Context: an optimization exercise on an open-source flow, tuned for small area. The choices shown serve that exercise and are no tape-out recipe.
Where RTL was checked, it was by simulation tests only, not by an equivalence proof against the original.
Only the layout flow was run in run 2; the RTL was not checked for function there.
Power figures rest on the tool's default switching activity, not on a simulated workload.

## flow/design.v (module list and top-level ports; edited modules follow where they fit)
// module FPExpAdder: 21 lines
// module FPExpDec: 26 lines
// module FloatingPointMultiplier: 1283 lines
// module FullAdder: 4 lines
// module HalfAdder: 4 lines
// module Or2: 3 lines
// module Aoi21: 3 lines
// module Aoi22: 3 lines
// module Oai21: 3 lines
// module Nand2: 3 lines
// module Nor2: 3 lines
// module Inv: 3 lines
// module Xor2: 3 lines
// module Xnor2: 3 lines
module FloatingPointMultiplier(
	input wire [26 : 0] in_1,
	input wire [26 : 0] in_2,
	input wire clk_pll,
	output wire [26 : 0] out
    );
  // ...
==> flow/flow/run.sh <==
#!/bin/bash
# Layout flow: the standard synthesis and layout, with
# - the smallest buffer cell for the port buffers instead of the one
#   buffer_ports picks by default,
# - every combinational cell sized down before global placement
#   (flow/downsize.tcl), so that timing repair sizes up only what it needs,
# - timing-driven global placement that does not keep the buffers its
#   virtual repair inserts (GPL_KEEP_OVERFLOW=0); timing is repaired later,
# - input port buffers with many loads sized up to buf_2 after global
#   placement (flow/portbuf.tcl),
# - clock tree synthesis without dummy loads.
set -euo pipefail
bash standard.sh synth > synth.log 2>&1
bash standard.sh 'BUFFER_PORTS_ARGS=-buffer_cell sky130_fd_sc_hd__buf_1' \
  "PRE_GLOBAL_PLACE_TCL=$PWD/flow/downsize.tcl" GPL_KEEP_OVERFLOW=0 \
  "POST_GLOBAL_PLACE_TCL=$PWD/flow/portbuf.tcl" \
  'CTS_ARGS=-sink_clustering_enable -repair_clock_nets -dont_use_dummy_load -buf_list {sky130_fd_sc_hd__clkbuf_4 sky130_fd_sc_hd__clkbuf_8}' \
  finish > layout.log 2>&1
==> flow/flow/downsize.tcl <==
# Before global placement: give every combinational cell the smallest-area
# variant of its own cell (same function and pins). Timing repair later sizes up only what needs it.
set db [ord::get_db]
set block [ord::get_db_block]
set swapped 0
foreach inst [$block getInsts] {
  set master [$inst getMaster]
  set name [$master getName]
  if {![regexp {^(sky130_fd_sc_hd__([a-z0-9]+))_([0-9]+)$} $name -> base kind size]} { continue }
  # leave sequential, clock, tap, fill and delay cells alone
  if {[regexp {^(df|dl|sdf|edf|sedf|clk|tap|fill|decap|conb|diode|lpflow|probe|dly|macro)} $kind]} { continue }
  set best $master
  foreach s {0 1 2 4 6 8 12 16} {
    set m [$db findMaster "${base}_$s"]
    if {$m == "NULL" || $m == ""} { continue }
    if {[$m getWidth] < [$best getWidth]} {
      set best $m
    }
  }
  if {$best != $master} {
    $inst swapMaster $best
    incr swapped
  }
}
puts "downsize.tcl: swapped $swapped instances to smaller cells"
==> flow/flow/portbuf.tcl <==
# After global placement: an input port buffer that drives many cells gets the
# next size up (buf_2) rather than having the timing repair pick a clock or
# delay buffer for it later.
set db [ord::get_db]
set block [ord::get_db_block]
set buf2 [$db findMaster sky130_fd_sc_hd__buf_2]
set n 0
foreach inst [$block getInsts] {
  if {[[$inst getMaster] getName] != "sky130_fd_sc_hd__buf_1"} { continue }
  foreach it [$inst getITerms] {
    if {[$it isOutputSignal]} {
      set net [$it getNet]
      if {$net != "NULL" && [llength [$net getITerms]] > 8} {
        $inst swapMaster $buf2
        incr n
      }
    }
  }
}
puts "portbuf.tcl: sized up $n buffers driving more than 7 cells"
==> flow/standard.sh <==
#!/bin/bash
# synth_recipe.tcl (not shown) runs the flow's synth.tcl, then flattens the netlist and writes it again
# the make line also repeats each setting of config.mk as NAME=value (left out here)
make -C /OpenROAD-flow-scripts/flow DESIGN_CONFIG=/design/flow/config.mk WORK_HOME=/design/flow/orfs CLKGATE_MAP_FILE= SYNTH_SCRIPT=/design/flow/synth_recipe.tcl "${@:-finish}"
==> flow/config.mk <==
export PLATFORM = sky130hd
export DESIGN_NAME = FloatingPointMultiplier
export DESIGN_NICKNAME = FloatingPointMultiplier
export VERILOG_FILES = /design/flow/design.v
export SDC_FILE = /design/flow/constraint.sdc
export NUM_CORES = 4
export LEC_CHECK = 0
export CAP_MARGIN = 20
export CORE_MARGIN = 2
export CORE_UTILIZATION = 40
export CTS_BUF_LIST = sky130_fd_sc_hd__clkbuf_4 sky130_fd_sc_hd__clkbuf_8
export SETUP_SLACK_MARGIN = -0.1
export SLEW_MARGIN = 20
export SYNTH_HIERARCHICAL = 1
==> flow/constraint.sdc <==
create_clock -name core_clock -period 6.8 [get_ports {clk_pll}]
set_input_delay 1.3600 -clock core_clock [delete_from_list [all_inputs] [get_ports {clk_pll}]]
set_output_delay 1.3600 -clock core_clock [all_outputs]
set_load 0.01 [all_outputs]
==> key figures, run 1 <==
Final layout
  • Final nets: about 1300
  • Final cell count without fillers: 1252
  • Design area: roughly 0.0093 mm2
  • Flip-flop and latch count: 28
  • Dominant kind of cell: multi-input gates
  • Comb_multi_in: approximately 770
  • Area occupied by multi-input gates: approximately 0.0077 mm2
  • Fin util: between 30% and 40%

Timing
  • Part of the cycle the worst path needs: 95.7%
  • Worst-Margin Slew: ~0.66 ns

Synth
  • Post-synthesis xor/xnor area fraction: under 10%
  • Most common cell in the netlist: nand2_1
  • Syn Nets: ~1200
  • Number of flops mapped to enable cells by yosys: 0
  • Post-synthesis register bit count: 28
  • Post-synthesis adder-cell area fraction: 56.7%
  • Dominant cells by area after synthesis: fa_1 (57%), nand2_1 (12%), buf_6 (7.8%)

Die
  • Area of the core: 0.0234 mm2
  • # IOs: 82
  • Die ar.: 0.0250 mm2
  • Site Rows: 56

Worst setup path
  • CP max stage delay: roughly 0.57 ns
  • Worst path cell trace: buf_2 -> nand2_1 -> fa_1 -> fa_1 -> fa_1 -> fa_1 -> fa_1 -> fa_1 -> fa_1 -> xor2_1 -> nand2_1 -> o21ai_2 -> a21oi_2 -> o21ai_1 -> a21oi_1 -> xnor2_1 -> inv_1
  • Critical Path RT: around 7 ns
  • CP endpoint kind: flip-flop
  • Worst Path Arrival: 6.67 ns
  • Slowest cell on crit path: fa_1

GRT
  • Vias in the first global route: between 7000 and 8000
  • GR Util met2: a little over a third
  • Grt ovf: 0

Place
  • Post-DP HPWL: 16900 um
  • Port Buffers: 78

Clocking
  • Post-CTS Setup Repair Bufs: 0

Route
  • Via count: about 6400
  • Antenna Nets Post-Route: 0

Power and ir drop
  • Worst VDD drop: 0.000503 V
  • Clock power frac: 1.7%
  • Clk power: about 84 uW
  • Comb power: 4.52 mW

Status
  • Status: timing/DRC/antenna clean
==> inputs of run 2 (changes only) <==
--- a/flow/design.v
+++ b/flow/design.v
@@ -1132,174 +1132,280 @@
 	Nand2 u_nand2_18 (.a(n95), .b(n77), .y(n98));
 	wire n99;
 	Inv u_inv_4 (.a(n97), .y(n99));
 	wire n100;
 	Oai21 u_oai21_3 (.a(n90), .b(n91), .c(n99), .y(n100));
 	wire n101;
 	Nor2 u_nor2_34 (.a(n91), .b(n98), .y(n101));
 	wire n102;
-	Aoi21 u_aoi21_6 (.a(n40), .b(n41), .c(n100), .y(n102));
+	Aoi21 u_aoi21_6 (.a(n42), .b(n43), .c(n40), .y(n102));
 	wire n103;
-	Aoi21 u_aoi21_7 (.a(n44), .b(n45), .c(n42), .y(n103));
+	Nand2 u_nand2_19 (.a(n43), .b(n41), .y(n103));
 	wire n104;
-	Nand2 u_nand2_19 (.a(n45), .b(n43), .y(n104));
+	Aoi21 u_aoi21_7 (.a(n46), .b(n47), .c(n44), .y(n104));
 	wire n105;
-	Aoi21 u_aoi21_8 (.a(n48), .b(n49), .c(n46), .y(n105));
+	Nand2 u_nand2_20 (.a(n47), .b(n45), .y(n105));
 	wire n106;
-	Nand2 u_nand2_20 (.a(n49), .b(n47), .y(n106));
+	Aoi21 u_aoi21_8 (.a(n50), .b(n51), .c(n48), .y(n106));
 	wire n107;
-	Aoi21 u_aoi21_9 (.a(n52), .b(n53), .c(n50), .y(n107));
+	Nand2 u_nand2_21 (.a(n51), .b(n49), .y(n107));
 	wire n108;
-	Nand2 u_nand2_21 (.a(n53), .b(n51), .y(n108));
+	Aoi21 u_aoi21_9 (.a(n54), .b(n55), .c(n52), .y(n108));
 	wire n109;
-	Aoi21 u_aoi21_10 (.a(n56), .b(n57), .c(n54), .y(n109));
+	Nand2 u_nand2_22 (.a(n55), .b(n53), .y(n109));
 	wire n110;
-	Nand2 u_nand2_22 (.a(n57), .b(n55), .y(n110));
+	Aoi21 u_aoi21_10 (.a(n58), .b(n59), .c(n56), .y(n110));
 	wire n111;
-	Aoi21 u_aoi21_11 (.a(n60), .b(n61), .c(n58), .y(n111));
+	Nand2 u_nand2_23 (.a(n59), .b(n57), .y(n111));
 	wire n112;
-	Nand2 u_nand2_23 (.a(n61), .b(n59), .y(n112));
+	Aoi21 u_aoi21_11 (.a(n62), .b(n63), .c(n60), .y(n112));
 	wire n113;
-	Aoi21 u_aoi21_12 (.a(n64), .b(n65), .c(n62), .y(n113));
+	Nand2 u_nand2_24 (.a(n63), .b(n61), .y(n113));
 	wire n114;
-	Nand2 u_nand2_24 (.a(n65), .b(n63), .y(n114));
+	Aoi21 u_aoi21_12 (.a(n66), .b(n67), .c(n64), .y(n114));
 	wire n115;
-	Aoi21 u_aoi21_13 (.a(n68), .b(n69), .c(n66), .y(n115));
+	Nand2 u_nand2_25 (.a(n67), .b(n65), .y(n115));
 	wire n116;
-	Nand2 u_nand2_25 (.a(n69), .b(n67), .y(n116));
+	Aoi21 u_aoi21_13 (.a(n70), .b(n71), .c(n68), .y(n116));
 	wire n117;
-	Aoi21 u_aoi21_14 (.a(n72), .b(n73), .c(n70), .y(n117));
+	Nand2 u_nand2_26 (.a(n71), .b(n69), .y(n117));
 	wire n118;
-	Nand2 u_nand2_26 (.a(n73), .b(n71), .y(n118));
+	Inv u_inv_5 (.a(n72), .y(n118));
 	wire n119;
-	Oai21 u_oai21_4 (.a(n103), .b(n104), .c(n102), .y(n119));
+	Nor2 u_nor2_35 (.a(n21), .b(n118), .y(n119));
 	wire n120;
-	Oai21 u_oai21_5 (.a(n107), .b(n108), .c(n105), .y(n120));
+	Inv u_inv_6 (.a(n21), .y(n120));
 	wire n121;
-	Nor2 u_nor2_35 (.a(n108), .b(n106), .y(n121));
+	Nand2 u_nand2_27 (.a(n120), .b(n73), .y(n121));
 	wire n122;
-	Oai21 u_oai21_6 (.a(n111), .b(n112), .c(n109), .y(n122));
+	Inv u_inv_7 (.a(n44), .y(n122));
 	wire n123;
-	Nor2 u_nor2_36 (.a(n112), .b(n110), .y(n123));
+	Inv u_inv_8 (.a(n45), .y(n123));
 	wire n124;
-	Oai21 u_oai21_7 (.a(n115), .b(n116), .c(n113), .y(n124));
+	Oai21 u_oai21_4 (.a(n122), .b(n123), .c(n102), .y(n124));
 	wire n125;
-	Nor2 u_nor2_37 (.a(n116), .b(n114), .y(n125));
+	Inv u_inv_9 (.a(n103), .y(n125));
 	wire n126;
-	Nor2 u_nor2_38 (.a(n21), .b(n117), .y(n126));
+	Nand2 u_nand2_28 (.a(n45), .b(n125), .y(n126));
 	wire n127;
-	Nor2 u_nor2_39 (.a(n21), .b(n118), .y(n127));
+	Oai21 u_oai21_5 (.a(n104), .b(n105), .c(n102), .y(n127));
 	wire n128;
-	Inv u_inv_5 (.a(n105), .y(n128));
+	Nor2 u_nor2_36 (.a(n105), .b(n103), .y(n128));
 	wire n129;
-	Inv u_inv_6 (.a(n106), .y(n129));
+	Inv u_inv_10 (.a(n52), .y(n129));
 	wire n130;
-	Aoi21 u_aoi21_15 (.a(n128), .b(n129), .c(n119), .y(n130));
+	Inv u_inv_11 (.a(n53), .y(n130));
 	wire n131;
-	Aoi21 u_aoi21_16 (.a(n120), .b(n121), .c(n119), .y(n131));
+	Oai21 u_oai21_6 (.a(n129), .b(n130), .c(n106), .y(n131));
 	wire n132;
-	Inv u_inv_7 (.a(n113), .y(n132));
+	Nor2 u_nor2_37 (.a(n130), .b(n107), .y(n132));
 	wire n133;
-	Inv u_inv_8 (.a(n114), .y(n133));
+	Oai21 u_oai21_7 (.a(n108), .b(n109), .c(n106), .y(n133));
 	wire n134;
-	Aoi21 u_aoi21_17 (.a(n132), .b(n133), .c(n122), .y(n134));
+	Nor2 u_nor2_38 (.a(n109), .b(n107), .y(n134));
 	wire n135;
-	Nand2 u_nand2_27 (.a(n133), .b(n123), .y(n135));
+	Inv u_inv_12 (.a(n60), .y(n135));
 	wire n136;
-	Aoi21 u_aoi21_18 (.a(n124), .b(n125), .c(n122), .y(n136));
+	Inv u_inv_13 (.a(n61), .y(n136));
 	wire n137;
-	Nand2 u_nand2_28 (.a(n125), .b(n123), .y(n137));
+	Oai21 u_oai21_8 (.a(n135), .b(n136), .c(n110), .y(n137));
 	wire n138;
-	Oai21 u_oai21_8 (.a(n109), .b(n110), .c(n131), .y(n138));
+	Nor2 u_nor2_39 (.a(n136), .b(n111), .y(n138));
 	wire n139;
-	Inv u_inv_9 (.a(n122), .y(n139));
+	Oai21 u_oai21_9 (.a(n112), .b(n113), .c(n110), .y(n139));
 	wire n140;
-	Inv u_inv_10 (.a(n123), .y(n140));
+	Nor2 u_nor2_40 (.a(n113), .b(n111), .y(n140));
 	wire n141;
-	Oai21 u_oai21_9 (.a(n139), .b(n140), .c(n131), .y(n141));
+	Inv u_inv_14 (.a(n68), .y(n141));
 	wire n142;
-	Oai21 u_oai21_10 (.a(n134), .b(n135), .c(n131), .y(n142));
+	Inv u_inv_15 (.a(n69), .y(n142));
 	wire n143;
-	Oai21 u_oai21_11 (.a(n136), .b(n137), .c(n131), .y(n143));
+	Oai21 u_oai21_10 (.a(n141), .b(n142), .c(n114), .y(n143));
 	wire n144;
-	Inv u_inv_11 (.a(n117), .y(n144));
+	Nor2 u_nor2_41 (.a(n142), .b(n115), .y(n144));
 	wire n145;
-	Inv u_inv_12 (.a(n118), .y(n145));
+	Oai21 u_oai21_11 (.a(n116), .b(n117), .c(n114), .y(n145));
 	wire n146;
-	Aoi21 u_aoi21_19 (.a(n144), .b(n145), .c(n143), .y(n146));
+	Nor2 u_nor2_42 (.a(n117), .b(n115), .y(n146));
 	wire n147;
-	Aoi21 u_aoi21_20 (.a(n126), .b(n127), .c(n143), .y(n147));
+	Aoi21 u_aoi21_14 (.a(n48), .b(n49), .c(n127), .y(n147));
 	wire n148;
-	Inv u_inv_13 (.a(n42), .y(n148));
+	Nand2 u_nand2_29 (.a(n49), .b(n128), .y(n148));
 	wire n149;
-	Inv u_inv_14 (.a(n43), .y(n149));
+	Inv u_inv_16 (.a(n106), .y(n149));
 	wire n150;
-	Oai21 u_oai21_12 (.a(n148), .b(n149), .c(n102), .y(n150));
+	Inv u_inv_17 (.a(n107), .y(n150));
 	wire n151;
-	Aoi21 u_aoi21_21 (.a(n46), .b(n47), .c(n119), .y(n151));
+	Aoi21 u_aoi21_15 (.a(n149), .b(n150), .c(n127), .y(n151));
 	wire n152;
-	Inv u_inv_15 (.a(n50), .y(n152));
+	Nand2 u_nand2_30 (.a(n150), .b(n128), .y(n152));
 	wire n153;
-	Inv u_inv_16 (.a(n51), .y(n153));
+	Aoi21 u_aoi21_16 (.a(n131), .b(n132), .c(n127), .y(n153));
 	wire n154;
-	Oai21 u_oai21_13 (.a(n152), .b(n153), .c(n130), .y(n154));
+	Nand2 u_nand2_31 (.a(n132), .b(n128), .y(n154));
 	wire n155;
-	Inv u_inv_17 (.a(n54), .y(n155));
+	Aoi21 u_aoi21_17 (.a(n133), .b(n134), .c(n127), .y(n155));
 	wire n156;
-	Inv u_inv_18 (.a(n55), .y(n156));
+	Nand2 u_nand2_32 (.a(n134), .b(n128), .y(n156));
 	wire n157;
-	Oai21 u_oai21_14 (.a(n155), .b(n156), .c(n131), .y(n157));
+	Aoi21 u_aoi21_18 (.a(n64), .b(n65), .c(n139), .y(n157));
 	wire n158;
-	Aoi21 u_aoi21_22 (.a(n58), .b(n59), .c(n138), .y(n158));
+	Nand2 u_nand2_33 (.a(n65), .b(n140), .y(n158));
 	wire n159;
-	Aoi21 u_aoi21_23 (.a(n62), .b(n63), .c(n141), .y(n159));
+	Inv u_inv_18 (.a(n114), .y(n159));
 	wire n160;
-	Aoi21 u_aoi21_24 (.a(n66), .b(n67), .c(n142), .y(n160));
+	Inv u_inv_19 (.a(n115), .y(n160));
 	wire n161;
-	Aoi21 u_aoi21_25 (.a(n70), .b(n71), .c(n143), .y(n161));
+	Aoi21 u_aoi21_19 (.a(n159), .b(n160), .c(n139), .y(n161));
 	wire n162;
-	Xnor2 u_xnor2_11 (.a(n41), .b(n100), .y(n162));
+	Nand2 u_nand2_34 (.a(n160), .b(n140), .y(n162));
 	wire n163;
-	Xor2 u_xor2_18 (.a(n43), .b(n102), .y(n163));
+	Aoi21 u_aoi21_20 (.a(n143), .b(n144), .c(n139), .y(n163));
 	wire n164;
-	Xnor2 u_xnor2_12 (.a(n45), .b(n150), .y(n164));
+	Nand2 u_nand2_35 (.a(n144), .b(n140), .y(n164));
 	wire n165;
-	Xnor2 u_xnor2_13 (.a(n47), .b(n119), .y(n165));
+	Aoi21 u_aoi21_21 (.a(n145), .b(n146), .c(n139), .y(n165));
 	wire n166;
-	Xor2 u_xor2_19 (.a(n49), .b(n151), .y(n166));
+	Nand2 u_nand2_36 (.a(n146), .b(n140), .y(n166));
 	wire n167;
-	Xor2 u_xor2_20 (.a(n51), .b(n130), .y(n167));
+	Inv u_inv_20 (.a(n56), .y(n167));
 	wire n168;
-	Xnor2 u_xnor2_14 (.a(n53), .b(n154), .y(n168));
+	Inv u_inv_21 (.a(n57), .y(n168));
 	wire n169;
-	Xor2 u_xor2_21 (.a(n55), .b(n131), .y(n169));
+	Oai21 u_oai21_12 (.a(n167), .b(n168), .c(n155), .y(n169));
 	wire n170;
-	Xnor2 u_xnor2_15 (.a(n57), .b(n157), .y(n170));
+	Nor2 u_nor2_43 (.a(n168), .b(n156), .y(n170));
 	wire n171;
-	Xnor2 u_xnor2_16 (.a(n59), .b(n138), .y(n171));
+	Oai21 u_oai21_13 (.a(n110), .b(n111), .c(n155), .y(n171));
 	wire n172;
-	Xor2 u_xor2_22 (.a(n61), .b(n158), .y(n172));
+	Nor2 u_nor2_44 (.a(n111), .b(n156), .y(n172));
 	wire n173;
-	Xnor2 u_xnor2_17 (.a(n63), .b(n141), .y(n173));
+	Inv u_inv_22 (.a(n137), .y(n173));
 	wire n174;
-	Xor2 u_xor2_23 (.a(n65), .b(n159), .y(n174));
+	Inv u_inv_23 (.a(n138), .y(n174));
 	wire n175;
-	Xnor2 u_xnor2_18 (.a(n67), .b(n142), .y(n175));
+	Oai21 u_oai21_14 (.a(n173), .b(n174), .c(n155), .y(n175));
 	wire n176;
-	Xor2 u_xor2_24 (.a(n69), .b(n160), .y(n176));
+	Nor2 u_nor2_45 (.a(n174), .b(n156), .y(n176));
 	wire n177;
-	Xnor2 u_xnor2_19 (.a(n71), .b(n143), .y(n177));
+	Inv u_inv_24 (.a(n139), .y(n177));
 	wire n178;
-	Xor2 u_xor2_25 (.a(n73), .b(n161), .y(n178));
+	Inv u_inv_25 (.a(n140), .y(n178));
 	wire n179;
-	Xnor2 u_xnor2_20 (.a(n21), .b(n146), .y(n179));
+	Oai21 u_oai21_15 (.a(n177), .b(n178), .c(n155), .y(n179));
 	wire n180;
-	Xnor2 u_xnor2_21 (.a(f524), .b(n147), .y(n180));
-	wire [35 : 17] nprod = {n180, n179, n178, n177, n176, n175, n174, n173, n172, n171, n170, n169, n168, n167, n166, n165, n164, n163, n162};
+	Nor2 u_nor2_46 (.a(n178), .b(n156), .y(n180));
+	wire n181;
+	Oai21 u_oai21_16 (.a(n157), .b(n158), .c(n155), .y(n181));
+	wire n182;
+	Nor2 u_nor2_47 (.a(n158), .b(n156), .y(n182));
+	wire n183;
+	Oai21 u_oai21_17 (.a(n161), .b(n162), .c(n155), .y(n183));
+	wire n184;
+	Nor2 u_nor2_48 (.a(n162), .b(n156), .y(n184));
+	wire n185;
+	Oai21 u_oai21_18 (.a(n163), .b(n164), .c(n155), .y(n185));
+	wire n186;
+	Nor2 u_nor2_49 (.a(n164), .b(n156), .y(n186));
+	wire n187;
+	Oai21 u_oai21_19 (.a(n165), .b(n166), .c(n155), .y(n187));
+	wire n188;
+	Nor2 u_nor2_50 (.a(n166), .b(n156), .y(n188));
+	wire n189;
+	Aoi21 u_aoi21_22 (.a(n72), .b(n73), .c(n187), .y(n189));
+	wire n190;
+	Nand2 u_nand2_37 (.a(n73), .b(n188), .y(n190));
+	wire n191;
+	Inv u_inv_26 (.a(n121), .y(n191));
+	wire n192;
+	Aoi21 u_aoi21_23 (.a(n119), .b(n191), .c(n187), .y(n192));
+	wire n193;
+	Nand2 u_nand2_38 (.a(n191), .b(n188), .y(n193));
+	wire n194;
+	Aoi21 u_aoi21_24 (.a(n40), .b(n41), .c(n100), .y(n194));
+	wire n195;
+	Inv u_inv_27 (.a(n102), .y(n195));
+	wire n196;
+	Aoi21 u_aoi21_25 (.a(n195), .b(n125), .c(n100), .y(n196));
+	wire n197;
+	Inv u_inv_28 (.a(n126), .y(n197));
+	wire n198;
+	Aoi21 u_aoi21_26 (.a(n124), .b(n197), .c(n100), .y(n198));
+	wire n199;
+	Aoi21 u_aoi21_27 (.a(n127), .b(n128), .c(n100), .y(n199));
+	wire n200;
+	Inv u_inv_29 (.a(n100), .y(n200));
+	wire n201;
+	Oai21 u_oai21_20 (.a(n147), .b(n148), .c(n200), .y(n201));
+	wire n202;
+	Oai21 u_oai21_21 (.a(n151), .b(n152), .c(n200), .y(n202));
+	wire n203;
+	Oai21 u_oai21_22 (.a(n153), .b(n154), .c(n200), .y(n203));
+	wire n204;
+	Oai21 u_oai21_23 (.a(n155), .b(n156), .c(n200), .y(n204));
+	wire n205;
+	Aoi21 u_aoi21_28 (.a(n169), .b(n170), .c(n100), .y(n205));
+	wire n206;
+	Aoi21 u_aoi21_29 (.a(n171), .b(n172), .c(n100), .y(n206));
+	wire n207;
+	Aoi21 u_aoi21_30 (.a(n175), .b(n176), .c(n100), .y(n207));
+	wire n208;
+	Aoi21 u_aoi21_31 (.a(n179), .b(n180), .c(n100), .y(n208));
+	wire n209;
+	Aoi21 u_aoi21_32 (.a(n181), .b(n182), .c(n100), .y(n209));
+	wire n210;
+	Aoi21 u_aoi21_33 (.a(n183), .b(n184), .c(n100), .y(n210));
+	wire n211;
+	Aoi21 u_aoi21_34 (.a(n185), .b(n186), .c(n100), .y(n211));
+	wire n212;
+	Aoi21 u_aoi21_35 (.a(n187), .b(n188), .c(n100), .y(n212));
+	wire n213;
+	Oai21 u_oai21_24 (.a(n189), .b(n190), .c(n200), .y(n213));
+	wire n214;
+	Oai21 u_oai21_25 (.a(n192), .b(n193), .c(n200), .y(n214));
+	wire n215;
+	Xnor2 u_xnor2_11 (.a(n41), .b(n100), .y(n215));
+	wire n216;
+	Xor2 u_xor2_18 (.a(n43), .b(n194), .y(n216));
+	wire n217;
+	Xor2 u_xor2_19 (.a(n45), .b(n196), .y(n217));
+	wire n218;
+	Xor2 u_xor2_20 (.a(n47), .b(n198), .y(n218));
+	wire n219;
+	Xor2 u_xor2_21 (.a(n49), .b(n199), .y(n219));
+	wire n220;
+	Xnor2 u_xnor2_12 (.a(n51), .b(n201), .y(n220));
+	wire n221;
+	Xnor2 u_xnor2_13 (.a(n53), .b(n202), .y(n221));
+	wire n222;
+	Xnor2 u_xnor2_14 (.a(n55), .b(n203), .y(n222));
+	wire n223;
+	Xnor2 u_xnor2_15 (.a(n57), .b(n204), .y(n223));
+	wire n224;
+	Xor2 u_xor2_22 (.a(n59), .b(n205), .y(n224));
+	wire n225;
+	Xor2 u_xor2_23 (.a(n61), .b(n206), .y(n225));
+	wire n226;
+	Xor2 u_xor2_24 (.a(n63), .b(n207), .y(n226));
+	wire n227;
+	Xor2 u_xor2_25 (.a(n65), .b(n208), .y(n227));
+	wire n228;
+	Xor2 u_xor2_26 (.a(n67), .b(n209), .y(n228));
+	wire n229;
+	Xor2 u_xor2_27 (.a(n69), .b(n210), .y(n229));
+	wire n230;
+	Xor2 u_xor2_28 (.a(n71), .b(n211), .y(n230));
+	wire n231;
+	Xor2 u_xor2_29 (.a(n73), .b(n212), .y(n231));
+	wire n232;
+	Xor2 u_xor2_30 (.a(n21), .b(n213), .y(n232));
+	wire n233;
+	Xor2 u_xor2_31 (.a(f524), .b(n214), .y(n233));
+	wire [35 : 17] nprod = {n233, n232, n231, n230, n229, n228, n227, n226, n225, n224, n223, n222, n221, n220, n219, n218, n217, n216, n215};
 	wire [7 : 0] nexp_sum;
 	FPExpAdder fp_exp_adder (
 		.in(in_1[25 : 18]),
 		.change(in_2[25 : 18]),
 		.nout(nexp_sum)
 	);
 	reg pipe_sign;
 	reg [7 : 0] pipe_nexp;
--- a/flow/config.mk
+++ b/flow/config.mk
@@ -4,11 +4,10 @@
 export VERILOG_FILES = /design/flow/design.v
 export SDC_FILE = /design/flow/constraint.sdc
 export NUM_CORES = 4
 export LEC_CHECK = 0
 export CAP_MARGIN = 20
 export CORE_MARGIN = 2
 export CORE_UTILIZATION = 40
 export CTS_BUF_LIST = sky130_fd_sc_hd__clkbuf_4 sky130_fd_sc_hd__clkbuf_8
-export SETUP_SLACK_MARGIN = -0.1
 export SLEW_MARGIN = 20
 export SYNTH_HIERARCHICAL = 1
==> run 2 against run 1 <==
Hold slack improved by 0.00064 ns. Still clean on timing, DRC and antenna. Synthesized cell count rose by 5.7%. Critical path depth rose by 1. First-iteration DRC count rose by 12%. Global-route usage fell by 0.24 points.
==> key figures, run 2 <==
Status
  • Status: timing/DRC/antenna clean

Synth
  • Post-synthesis simple-gate area fraction: roughly 16%
  • Most common cell in the netlist: nand2_1
  • Post-synthesis register bit count: 28 (unchanged)
  • Cell variety after synth: 27
  • Primary FF master, synth: dfxtp_1
  • Post-Syn Area: just under 0.01 mm2
  • YS warnings: 7
  • Synth Area per Inst: roughly 10 um2
  • Post-synthesis sequential area ratio: between 5 and 6%
  • Combinational family with the most area after synthesis: adder cells
  • Synth Area in Compound Gates: 7.14%
  • Post-synthesis xor/xnor area fraction: 5.10% (-0.14 points)
  • Cells after synthesis: around 980
  • Number of flops mapped to enable cells by yosys: 0 (unchanged)
  • Mux cell area share after synthesis: 0%
  • Synth area leader: fa_1
  • Syn Nets: 1301 (+4.2%)
  • Synth cell count leaders: nand2_1 (324), fa_1 (269), buf_6 (66), inv_1 (66), nor2_1 (48)
  • Dominant cells by area after synthesis: fa_1 (55%), nand2_1 (12%), buf_6 (7.6%)
  • Post-synthesis adder-cell area fraction: 55.2% (-1.5 points)
  • Share of the synthesized area in the top cell type: a little under three fifths
  • Async SR Flop Fraction: 0%

Power and ir drop
  • Power density cells: approximately 580 mW/mm2
  • Clock power frac: 1.5% (-0.2 points)
  • Lkg Pwr: roughly 3.5 nW
  • P_sw: between 3 and 4 mW
  • Switching share of power: 56.8%
  • Gate power share: ~90%
  • Worst VDD drop: 0.000581 V (+16%)
  • Cell Int Power: between 2 and 2.5 mW
  • Sequential power share: 6.9%

Timing
  • Slew Limit Fails: 0
  • Unrepaired setup endpoints after global routing: no
  • Worst rel slew slack: between 40% and 50%
  • Worst-Margin Slew: 0.836 ns (+0.171 ns)
  • Setup-failing EPs final: 0
  • Fin crit period: roughly 6.4 ns
  • Peak Freq: approximately 160 MHz
  • Final Hold Fails: 0
  • Total Neg Setup Slack: 0 ns
  • Part of the cycle the worst path needs: 94.4% (-1.3 points)

Hold path
  • Worst hold-check path type: input port to flip-flop

Route
  • Drt drc: 0
  • Via count: 6719 (+4.3%)
  • DRT iter0 DRCs: approximately 420
  • Final wirelength: between 20000 and 25000 um
  • First drt pass iteration count: 7
  • Average wire per standard cell: between 15 and 20 um
  • Antenna Nets Post-Route: 0 (unchanged)
  • Via density per instance: 5.13

Die
  • Site Rows: 57 (+1.8%)
  • DIE HEIGHT: between 150 and 200 um
  • Die X: between 150 and 200 um
  • Initial Utilization: 40.4%
  • Die ar.: 0.0257 mm2 (+2.7%)
  • # IOs: 82 (unchanged)
  • Area of the core: 0.0242 mm2 (+3.3%)

Place
  • Post-DP HPWL: 17400 um (+2.7%)
  • Post-Place Cells: ~1300
  • Port Buffers: 78 (unchanged)

Final layout
  • Most flops, register: pipe_nprod
  • Area occupied by multi-input gates: 0.00794 mm2 (+2.4%)
  • Share of layout cells above drive strength 1: 4.26%
  • Fill count: between 2000 and 2500
  • Syn-to-layout area delta: -1.77%
  • Final nets: 1313 (+4.2%)
  • Most common cell after layout, fill and taps aside: nand2_1
  • Number of flip-flops in the largest register: 18
  • Commonest cells after routing, fill and taps aside: nand2_1 (330), fa_1 (269), inv_1 (66), nor2_1 (47), buf_1 (44)
  • Final cell count without fillers: 1310 (+4.6%)
  • Top Registers: pipe_nprod (18), pipe_nexp (8)
  • Sequential cell area: roughly 560 um2
  • ANT cells: 0

Worst setup path
  • Slowest cell on crit path: fa_1
  • Crit start category: input port
  • CP endpoint kind: flip-flop
  • Worst Path Arrival: 6.59 ns (-0.08 ns)
  • Largest fanout on the critical path: 17
  • Worst path cell trace: buf_2 -> nand2_1 -> fa_1 -> fa_1 -> fa_1 -> fa_1 -> fa_1 -> fa_1 -> fa_1 -> xor2_1 -> nand2_1 -> o21ai_2 -> a21oi_2 -> o21ai_1 -> a21oi_1 -> o21ai_1 -> xor2_1 -> inv_1
  • Critical path class: input port to flip-flop
  • Critical Path RT: 6.97 ns (about the same)
  • CP max stage delay: 0.52 ns (-0.05 ns)
  • Cell mode on critical path: fa_1

Clocking
  • H-tree depth: 1
  • Clock buffer count from CTS: 3
  • CTS clock-pin slew for the worst setup and hold paths: about 0.09 ns
  • TritonCTS clock tree: done
  • Hold-fix buffers at CTS: 0
  • Worst-case clock buffer depth: 2
  • CTS root buf: clkbuf_8
  • Sink Count: 28

GRT
  • Total track usage: just under 20%
  • Vias in the first global route: 7608 (+4.6%)
  • Initial antenna violation count: 0
  • First-pass GRT wire length: 39500 um
  • Grt ovf: 0 (unchanged)
  • Largest net degree at the start of global routing: 21

Job
  • Maxcap violations: 0
run 2: power groups by stage:
| stage | Sequential (mW) | Combinational [mW] | Clock (mW) |
|---|---|---|---|
| 2_1_floorplan | 0.392 | 4.53 | 0 |
| 3_3_place_gp | 0.383 | 5.02 | 0 |
| 3_5_place_dp | 0.384 | 5.09 | 0 |
| 4_1_cts | 0.381 | 5.10 | 0.0910 |
| 5_1_grt | 0.392 | 5.86 | 0.0962 |
| 6_report | 0.382 | 5.10 | 0.0851 |
run 2: worst paths after layout:
path | end | start | slack, ns | cells past startpoint
worst min-delay path | pipe_sign | in_2[26] | 1.28 | 2
worst max-delay path | pipe_norm | in_2[0] | 0.38 | 18
run 2: logic make-up after synthesis:
family,Yosys count
other cells,1
simple gates,397
xor+xnor,57
buf+inv,137
fa+ha+maj,270
compound gates,86
flops,28
run 2: worst max-delay path: cells and delay by family:
kind / cells / cell delay, ns
compound gates: 5 / 0.90
xor+xnor: 2 / 0.45
simple gates: 2 / 0.32
fa+ha+maj: 7 / 3.18
buf+inv: 2 / 0.39
run 2: Yosys stat by module, one instance, submodules excluded, excerpt:
module	copies in the design	flip-flops and latches
Inv	64	0
Nand2	42	0
FullAdder	269	0
Oai21	25	0
Aoi22	17	0
Or2	10	0
FloatingPointMultiplier	1	28
Nor2	48	0
run 2: what timing repair did:
item                                    in CTS  in global routing
endpoints found under the setup margin       1                 11
gates resized for setup                      1                 34
buffers inserted                             0                  0
run 2: final cells by class:
class / count / share of cell area [%]
Clock buffer: 3 / 0.430
Inverter: 66 / 2.58
Multi-Input combinational cell: 811 / 82.6
Sequential cell: 28 / 5.83
Tap cell: 324 / 4.22
Timing Repair Buffer: 78 / 4.30
run 2: stage by stage:
stage	worst slack [ns]	cell area, um2	power, mW	util [%]	hold WS (ns)
final	0.380	9610	5.57	39.7	1.28
after global routing	0.0792	9610	6.35	39.7	1.28
after CTS	0.0118	9520	5.58	39.4	1.27
after detailed placement	-0.293	9480	5.48	39.2	1.56
after global placement	-0.735	9430	5.40	39.0	1.56
after floorplan	0.347	9780	4.92	-	1.45
run 2: layer usage:
layer / track usage [%] / up-vias / wire length, um
met3: 1.70 / 41 / 1490
met2: 35.6 / 252 / 12200
met4: 4.67 / 0 / 512
met5: 0 / - / 0
li1: - / 2942 / -
met1: 24.9 / 3484 / 9310

==> re-timing with driven ports <==
No port has a modelled driver above. Below, the same layouts with a new extraction and two added sets of constraints.
Step 1 (the two cells are an assumption about what drives the block):
set clk [get_ports {clk_pll}]
set_driving_cell -lib_cell sky130_fd_sc_hd__clkbuf_16 $clk
set_driving_cell -lib_cell sky130_fd_sc_hd__buf_2 [delete_from_list [all_inputs] $clk]
Step 2 also shifts input and output timing later by t, the mid clock arrival at the registers, as if the neighbouring blocks saw the same clock.
Three values: ideal, step 1, step 2; two values: the first two.
run | t (ns) | slack for setup (ns) | worst hold slack (ns)
run 1 | 0.286 | 0.294 / 0.299 / 0.012 | 1.282 / 1.277 / 1.564
run 2 | 0.289 | 0.380 / 0.362 / 0.073 | 1.282 / 1.281 / 1.570
After both steps setup and hold are still met in every run listed. For run 2, which loses most, drivers alone change the setup slack by -0.018 ns; drivers and shift together by -0.307 ns.
